Source: an optimization exercise on an open RTL-to-GDS flow (aim: small area and a short achievable clock period). Production flows keep margins and buffers that such runs may drop. Function was checked by simulation only, so behaviour that the tests miss may differ from the original. Power is estimated from default activity; no workload was simulated.

==> flow/design.v <==
module debouncer(
    input clk,
    input resetn,
    input noisy_signal,
    output reg debounced_signal
);
    parameter DEBOUNCE_INTERVAL = 100; 
    reg [19:0] counter;  
    reg last_stable_signal;   
    always @(posedge clk or negedge resetn) begin
        if (!resetn) begin
            counter <= 0;
            debounced_signal <= 0;
            last_stable_signal <= 0;
        end else begin
            if (noisy_signal != last_stable_signal) begin
                last_stable_signal <= noisy_signal;
                counter <= 0;
            end else if (counter < DEBOUNCE_INTERVAL) begin
                counter <= counter + 1;
            end else if (counter == DEBOUNCE_INTERVAL) begin
                debounced_signal <= last_stable_signal;
            end
        end
    end
endmodule
module game_logic(
	input clock,
	input resetn,
	input button1,
	input button0,
	input [7:0]player_input,
	output reg [2:0] colour,
	output reg [9:0] x,
	output reg [8:0] y,
	output reg plot
);
	reg win_flag;  
	integer row, col, tally, dir_x, dir_y, jelly;  
	reg [26:0] counter;
	reg done;
	reg [1:0] game_board[7:0][5:0];  
	integer i,j;
	integer count[7:0];  
	reg turn;  
	parameter GRID_LINE_WIDTH = 4;
	parameter CELL_WIDTH = 40;
	parameter CELL_HEIGHT = 40;
	reg GRID_COLOR;  
	wire [9:0] debounced_input;
	wire debounced_resetn;
	debouncer debounce_0(
	.clk(clock),
	.resetn(resetn),
	.noisy_signal(player_input[0]),
	.debounced_signal(debounced_input[0])
	);
	debouncer debounce_1(
	.clk(clock),
	.resetn(resetn),
	.noisy_signal(player_input[1]),
	.debounced_signal(debounced_input[1])
	);
	debouncer debounce_2(
	.clk(clock),
	.resetn(resetn),
	.noisy_signal(player_input[2]),
	.debounced_signal(debounced_input[2])
	);
	debouncer debounce_3(
	.clk(clock),
	.resetn(resetn),
	.noisy_signal(player_input[3]),
	.debounced_signal(debounced_input[3])
	);
	debouncer debounce_4(
	.clk(clock),
	.resetn(resetn),
	.noisy_signal(player_input[4]),
	.debounced_signal(debounced_input[4])
	);
	debouncer debounce_5(
	.clk(clock),
	.resetn(resetn),
	.noisy_signal(player_input[5]),
	.debounced_signal(debounced_input[5])
	);
	debouncer debounce_6(
	.clk(clock),
	.resetn(resetn),
	.noisy_signal(player_input[6]),
	.debounced_signal(debounced_input[6])
	);
	debouncer debounce_7(
	.clk(clock),
	.resetn(resetn),
	.noisy_signal(player_input[7]),
	.debounced_signal(debounced_input[7])
	);
	debouncer debounce_8(
	.clk(clock),
	.resetn(resetn),
	.noisy_signal(button1),
	.debounced_signal(debounced_input[8])
	);
	debouncer debounce_9(
	.clk(clock),
	.resetn(resetn),
	.noisy_signal(button0),
	.debounced_signal(debounced_input[9])
	);
	debouncer debounce_reset(
	.clk(clock),
	.resetn(resetn),
	.noisy_signal(resetn),
	.debounced_signal(debounced_resetn)
	);
	always @(posedge clock) begin
		if (!debounced_resetn) begin
			done <= 0;
			counter <= 0;
			x <= 0;
			y <= 0;
			win_flag <= 0;
			turn <= 0;
			colour <= 3'b000;  
			GRID_COLOR <= 3'b001;  
			plot <= 1'b0;
			for (i = 0; i < 8; i = i + 1) begin
				count[i] <= 5;
				for (j = 0; j < 6; j = j + 1) begin
					game_board[i][j] <= 2'b00;
			end
		end
	end else begin
		for (i = 0; i < 8; i = i + 1) begin
			if (debounced_input[i] && count[i] >= 0) begin
				if ((debounced_input[8] && turn % 2 == 1) ||
					(debounced_input[9] && turn % 2 == 0)) begin
						game_board[i][count[i]] <= (turn % 2 == 0) ? 2'b01 : 2'b10;
						count[i] <= count[i] - 1;
						turn <= turn + 1;
				end
			end
		end
		tally = 0;
		for (col = 0; col < 8; col = col + 1) begin
			for (row = 0; row < 6; row = row + 1) begin
				if (game_board[col][row] == 2'b01) begin
					tally = 1;  
					if (row < 3) begin
						for (jelly = 1; jelly < 4; jelly = jelly + 1) begin
							if (game_board[col][row + jelly] == 2'b01) begin
								tally = tally + 1;
							end
						end
					end
					if (tally == 4) begin
						win_flag <= 1;
					end
					tally = 1;  
					if (row > 2) begin
						for (jelly = 1; jelly < 4; jelly = jelly + 1) begin
							if (game_board[col][row - jelly] == 2'b01) begin
							tally = tally + 1;
							end
						end
					end
					if (tally == 4) begin
						win_flag <= 1;
					end
					tally = 1;  
					if (row < 3 && col < 5) begin
						for (jelly = 1; jelly < 4; jelly = jelly + 1) begin
							if (game_board[col + jelly][row + jelly] == 2'b01) begin
								tally = tally + 1;
							end
						end
					end
					if (tally == 4) begin
						win_flag <= 1;
					end
					tally = 1;  
					if (row > 2 && col < 5) begin
						for (jelly = 1; jelly < 4; jelly = jelly + 1) begin
							if (game_board[col + jelly][row - jelly] == 2'b01) begin
								tally = tally + 1;
							end
						end
					end
					if (tally == 4) begin
						win_flag <= 1;
					end
					tally = 1;  
					if (col < 5) begin
						for (jelly = 1; jelly < 4; jelly = jelly + 1) begin
							if (game_board[col + jelly][row] == 2'b01) begin
								tally = tally + 1;
							end
						end
					end
					if (tally == 4) begin
						win_flag <= 1;
					end
				end else if (game_board[col][row] == 2'b10) begin
					tally = 1;  
					if (row < 3) begin
						for (jelly = 1; jelly < 4; jelly = jelly + 1) begin
							if (game_board[col][row + jelly] == 2'b10) begin
								tally = tally + 1;
							end
						end
					end
					if (tally == 4) begin
						win_flag <= 1;
					end
					tally = 1;  
					if (row > 2) begin
						for (jelly = 1; jelly < 4; jelly = jelly + 1) begin
							if (game_board[col][row - jelly] == 2'b10) begin
								tally = tally + 1;
							end
						end
					end
					if (tally == 4) begin
						win_flag <= 1;
					end
					tally = 1;  
					if (row < 3 && col < 5) begin
						for (jelly = 1; jelly < 4; jelly = jelly + 1) begin
							if (game_board[col + jelly][row + jelly] == 2'b10) begin
								tally = tally + 1;
							end
						end
					end
					if (tally == 4) begin
						win_flag <= 1;
					end
					tally = 1;  
					if (row > 2 && col < 5) begin
						for (jelly = 1; jelly < 4; jelly = jelly + 1) begin
							if (game_board[col + jelly][row - jelly] == 2'b10) begin
								tally = tally + 1;
							end
						end
					end
					if (tally == 4) begin
						win_flag <= 1;
					end
					tally = 1;  
					if (col < 5) begin
						for (jelly = 1; jelly < 4; jelly = jelly + 1) begin
							if (game_board[col + jelly][row] == 2'b10) begin
								tally = tally + 1;
							end
						end
					end
					if (tally == 4) begin
						win_flag <= 1;
					end
				end
			end
		end
		if (!win_flag) begin
			i = x / CELL_WIDTH;
			j = (y / CELL_HEIGHT);
			if ((x % CELL_WIDTH < GRID_LINE_WIDTH) || (y % CELL_HEIGHT < GRID_LINE_WIDTH)) begin
				colour <= GRID_COLOR;  
			end else if (i < 8 && j >= 0 && j < 6) begin
					case (game_board[i][j])
					2'b01: colour <= 3'b100;  
					2'b10: colour <= 3'b010;  
					default: colour <= 3'b111;  
					endcase
				end else begin
					colour <= 3'b111;  
			end
			x <= (x < 360) ? x + 1 : 0;
			y <= (x < 360) ? y : (y < 240) ? y + 1 : 0;
			plot <= 1'b1;
		end else if (win_flag) begin
			if (turn % 2 == 0) begin
				colour <= 3'b010;
				GRID_COLOR <= 3'b010;
			end else begin
				colour <= 3'b100;
				GRID_COLOR <= 3'b100;
			end
			x <= (x < 360) ? x + 1 : 0;
			y <= (x < 360) ? y : (y < 240) ? y + 1 : 0;
			plot <= 1'b1;
		end
		end
	end
endmodule
==> flow/run.sh <==
#!/bin/bash
# synth_recipe.tcl (not shown) runs the flow's synth.tcl, then flattens the netlist and writes it again
# the make line also repeats each setting of config.mk as NAME=value (left out here)
make -C /OpenROAD-flow-scripts/flow DESIGN_CONFIG=/design/flow/config.mk WORK_HOME=/design/flow/orfs CLKGATE_MAP_FILE= SYNTH_SCRIPT=/design/flow/synth_recipe.tcl finish
==> flow/config.mk <==
export PLATFORM = sky130hd
export DESIGN_NAME = game_logic
export DESIGN_NICKNAME = game_logic
export VERILOG_FILES = /design/flow/design.v
export SDC_FILE = /design/flow/constraint.sdc
export NUM_CORES = 4
export LEC_CHECK = 0
export CAP_MARGIN = 20
export CORE_MARGIN = 2
export CORE_UTILIZATION = 40
export SLEW_MARGIN = 20
==> flow/constraint.sdc <==
create_clock -name core_clock -period 8.0 [get_ports {clock}]
set_input_delay 1.6000 -clock core_clock [delete_from_list [all_inputs] [get_ports {clock}]]
set_output_delay 1.6000 -clock core_clock [all_outputs]
set_load 0.01 [all_outputs]
==> run summary <==
## cells in the final DEF, fill, tap and decap left out, types with 22 or more instances in the layout
cell	instances
mux4_2	27
or4_1	40
o221ai_1	24
a211oi_1	24
or3_1	102
clkbuf_16	73
nand2_1	278
nand3b_1	48
a21oi_1	171
o21ai_0	139
a31oi_1	71
and3_1	45
buf_4	46
nor3b_1	89
inv_1	228
dfrtp_1	241
edfxtp_1	128
ha_1	377
xor2_1	126
nand3_1	89
xnor2_1	152
a221oi_1	28
nor2b_1	28
dfxtp_1	281
a22oi_1	35
clkdlybuf4s50_1	33
nor2_1	699
nor3_1	188
o22ai_1	99
and2_1	40
nor4_1	97
a222oi_1	22
o32ai_1	22
nand2b_1	135
nand4_1	71
## cell usage after synthesis (35+ instances only)
library cell  instances  area, µm²
a22oi_1              35        263
nor4_1               97        607
o21ai_0             139        696
or3_1               102        638
o22ai_1              99        619
ha_1                377       4720
and2_1               40        250
dfrtp_1             242       6060
a31oi_1              71        444
xor2_1              127       1110
nand2b_1            135        845
inv_1               229        860
clkbuf_1            141        529
nand3_1              89        445
nand3b_1             48        360
or4_1                40        300
and3_1               45        282
a21oi_1             171        856
nor2_1              699       2620
nand2_1             278       1040
nor3_1              192        961
nand4_1              71        444
nor3b_1              89        668
dfxtp_1             282       5650
xnor2_1             152       1330
edfxtp_1            128       3840
## kinds of logic (layout without fill, tap and decap cells)
kind of cell | count (synthesis) | count (layout) | share of synthesized area, %
simple gates | 2029 | 2029 | 25.5
compound gates | 775 | 775 | 12.6
flops | 652 | 652 | 38.2
buf+inv | 392 | 448 | 3.70
fa+ha+maj | 379 | 379 | 11.7
xor+xnor | 279 | 279 | 6.01
mux | 54 | 54 | 2.19
other cells | 1 | 1 | 0.00923
## per-layer routing
metal	wire length, µm	global-route usage, %
met5	23	0
met4	5590	10.2
met3	9840	5.07
met2	56100	37.2
met1	56800	33.2
## worst max-delay path: cells and delay by family (launching register included)
kind            cells  cell delay (ps)
compound gates     13             2760
fa+ha+maj           6             1820
xor+xnor            1              350
simple gates        4             1190
flops               1              510
buf+inv             2              150
## per-stage QoR
stage | instances | utilization (%)
2_1_floorplan | 4561 | -
3_3_place_gp | 5838 | 42.3
3_5_place_dp | 5838 | 42.3
4_1_cts | 5972 | 44.7
5_1_grt | 5974 | 44.7
6_report | 5974 | 44.7
## where the power goes
group          switching, mW  internal (mW)
sequential             0.526           3.84
clock                   1.39           2.01
combinational           2.18           1.05
## worst max path at each step
stage,start,endpoint,slack (ps),cells after the start
floorplan,x[8],colour[0],2000,25
global placement,x[8],colour[0],1250,26
detailed placement,x[8],colour[0],1190,26
CTS,x[8],colour[0],1140,26
global route,x[8],colour[0],680,26
finish,x[8],colour[0],1040,26
## sequential cells by signal (all words and copies together), names as in the netlist, 3 cells and up
signal                  flops
x                          10
debounce_9.counter         20
colour                      3
debounce_4.counter         20
debounce_7.counter         20
debounce_8.counter         20
debounce_reset.counter     20
count                     256
debounce_1.counter         20
debounce_3.counter         20
game_board                128
debounce_2.counter         20
debounce_5.counter         20
debounce_6.counter         20
y                           9
debounce_0.counter         20
## final cells by class
cell class,instances,share of cell area (%)
Multi-Input combinational cell,3517,52.6
Sequential cell,652,34.6
Clock buffer,99,4.57
Tap cell,1357,3.78
Inverter,231,1.95
Timing Repair Buffer,83,1.63
Clock inverter,35,0.883
==> results.cfg <==
[cts]
cts_sinks = 652
cts.path.max_buffers = 3
ctsResizeCount = 0
clk_latency_ps = 640
h-tree-depth = 3
clk_pin_slew_worst_paths_ps = 70
cts_tree = yes
cts_made_buffers = 72
cts-root-buf = clkbuf_16
hold_buffers = 0
post_cts_buffers = 0

[worst_setup_path]
worstPathArrival_ps = 7430
crit_type = reg -> reg
reg2reg_setup_slack_ps = 1040
slowest_stage = dfxtp_1
worstRegToRegCells = 26
timing.rr.start = x[8]
r2r_end = colour[0]
path_common_cell = ha_1
end_kind = flop
path_max_fanout = 22
crit_path_start_kind = flop
slowest_delay_ps = 510
critPathRequiredTime_ps = 8470

[hold_path]
min_from = count[4][31]
hold_class = reg -> reg
worst_hold_path.endpoint = count[4][31]
hold_path_depth = 1

[detailed_routing]
wl_mm = 128
post-route-drc-count = 0
drt_pass1_iterations = 10
first_iter_violations = 3429
wl_per_cell_um = 21.5
postRouteAntennaNets = 0
vias = 34300
viasPerCell = 5.74

[status]
status = timing/DRC/antenna clean

[global_route]
grt_max_degree = 144
overflow = 0
grt_pass1_vias = 32400
antenna_found_initial = 2
grt_usage_pct = 24.3
grt_pass1_wl_mm = 197

[placed_design]
dpl.hpwl_mm = 94.2
io_buffers = 34
placed_area_um2 = 42500
gp_congestion = 1.06
post-place-ws_ps = 1190

[synth]
ys_ff_latch = 652
synthFlopType = dfxtp_1
avgSynthCellArea_um2 = 8.91
synthesis.area_um2 = 40600
synthesis.nets = 4952
yosysSeqAreaShare_pct = 38.2
syn_inst = 4561
synth_edf_count = 128
yosys_warnings = 3
synth-async-reset-ratio_pct = 37.1
yosys.cell_types.count = 96

[power_and_ir_drop]
ir_drop_uv = 231
p_leak_nw = 18.9
finalPower_mw = 11.0
power_density_nw_per_um2 = 245

[floorplan]
row_count = 116
chipWidth_um = 323
die_h_um = 323
fp.coreArea_um2 = 100000
ios = 35
dieArea_um2 = 104000
initial_core_util_pct = 40.5

[timing]
worst_slew_margin_rel_pct = 12.4
fin_ws_ps = 1040
skew_ps = 31.0
setup_tns_ps = 0
rsz0062_at_grt = no
hold_violations = 0
fin_crit_ps = 6960
final_max_slew_viol_count = 0
finalCritPeriodShare_pct = 87.0
hold_slack_ps = 454
worstMarginPinSlew_ps = 1300
setup-violations-final = 0
max_freq_ghz = 0.144

[layout]
nFillCells = 9810
final_cell_area_um2 = 44900
drive_above_1_share_pct = 5.28
area_delta_synth_final_pct = 10.6
register_area_um2 = 15500
multi_input_area_um2 = 23600
final_nets = 4948
antenna_cells = 0

[flow_run]
cap_viol_max_count = 0

## what the ideal ports hide
No port has a modelled driver above. Below, the same layout with a new extraction and two added sets of constraints. Step 1 (the two cells are an assumption about what drives the block):
set clk [get_ports {clock}]
set_driving_cell -lib_cell sky130_fd_sc_hd__clkbuf_16 $clk
set_driving_cell -lib_cell sky130_fd_sc_hd__buf_2 [delete_from_list [all_inputs] $clk]
Step 2 times the ports against the registers' clock, not the clock port: input delays grow and output delays shrink by t, the midpoint of the rising clock arrivals with the driver on. a / b / c = no drivers / after step 1 / after step 2; a / b = the first two.
shift t [ns]: 0.691
setup slack, ns: 1.038 / 1.038 / 1.038
hold slack, ns: 0.454 / 0.454 / 0.454
worst slew at a driven data input, ns: 0.06
After both steps this run still meets setup and hold. For this run, drivers alone change the setup slack by 0.000 ns; drivers and shift together by 0.000 ns.
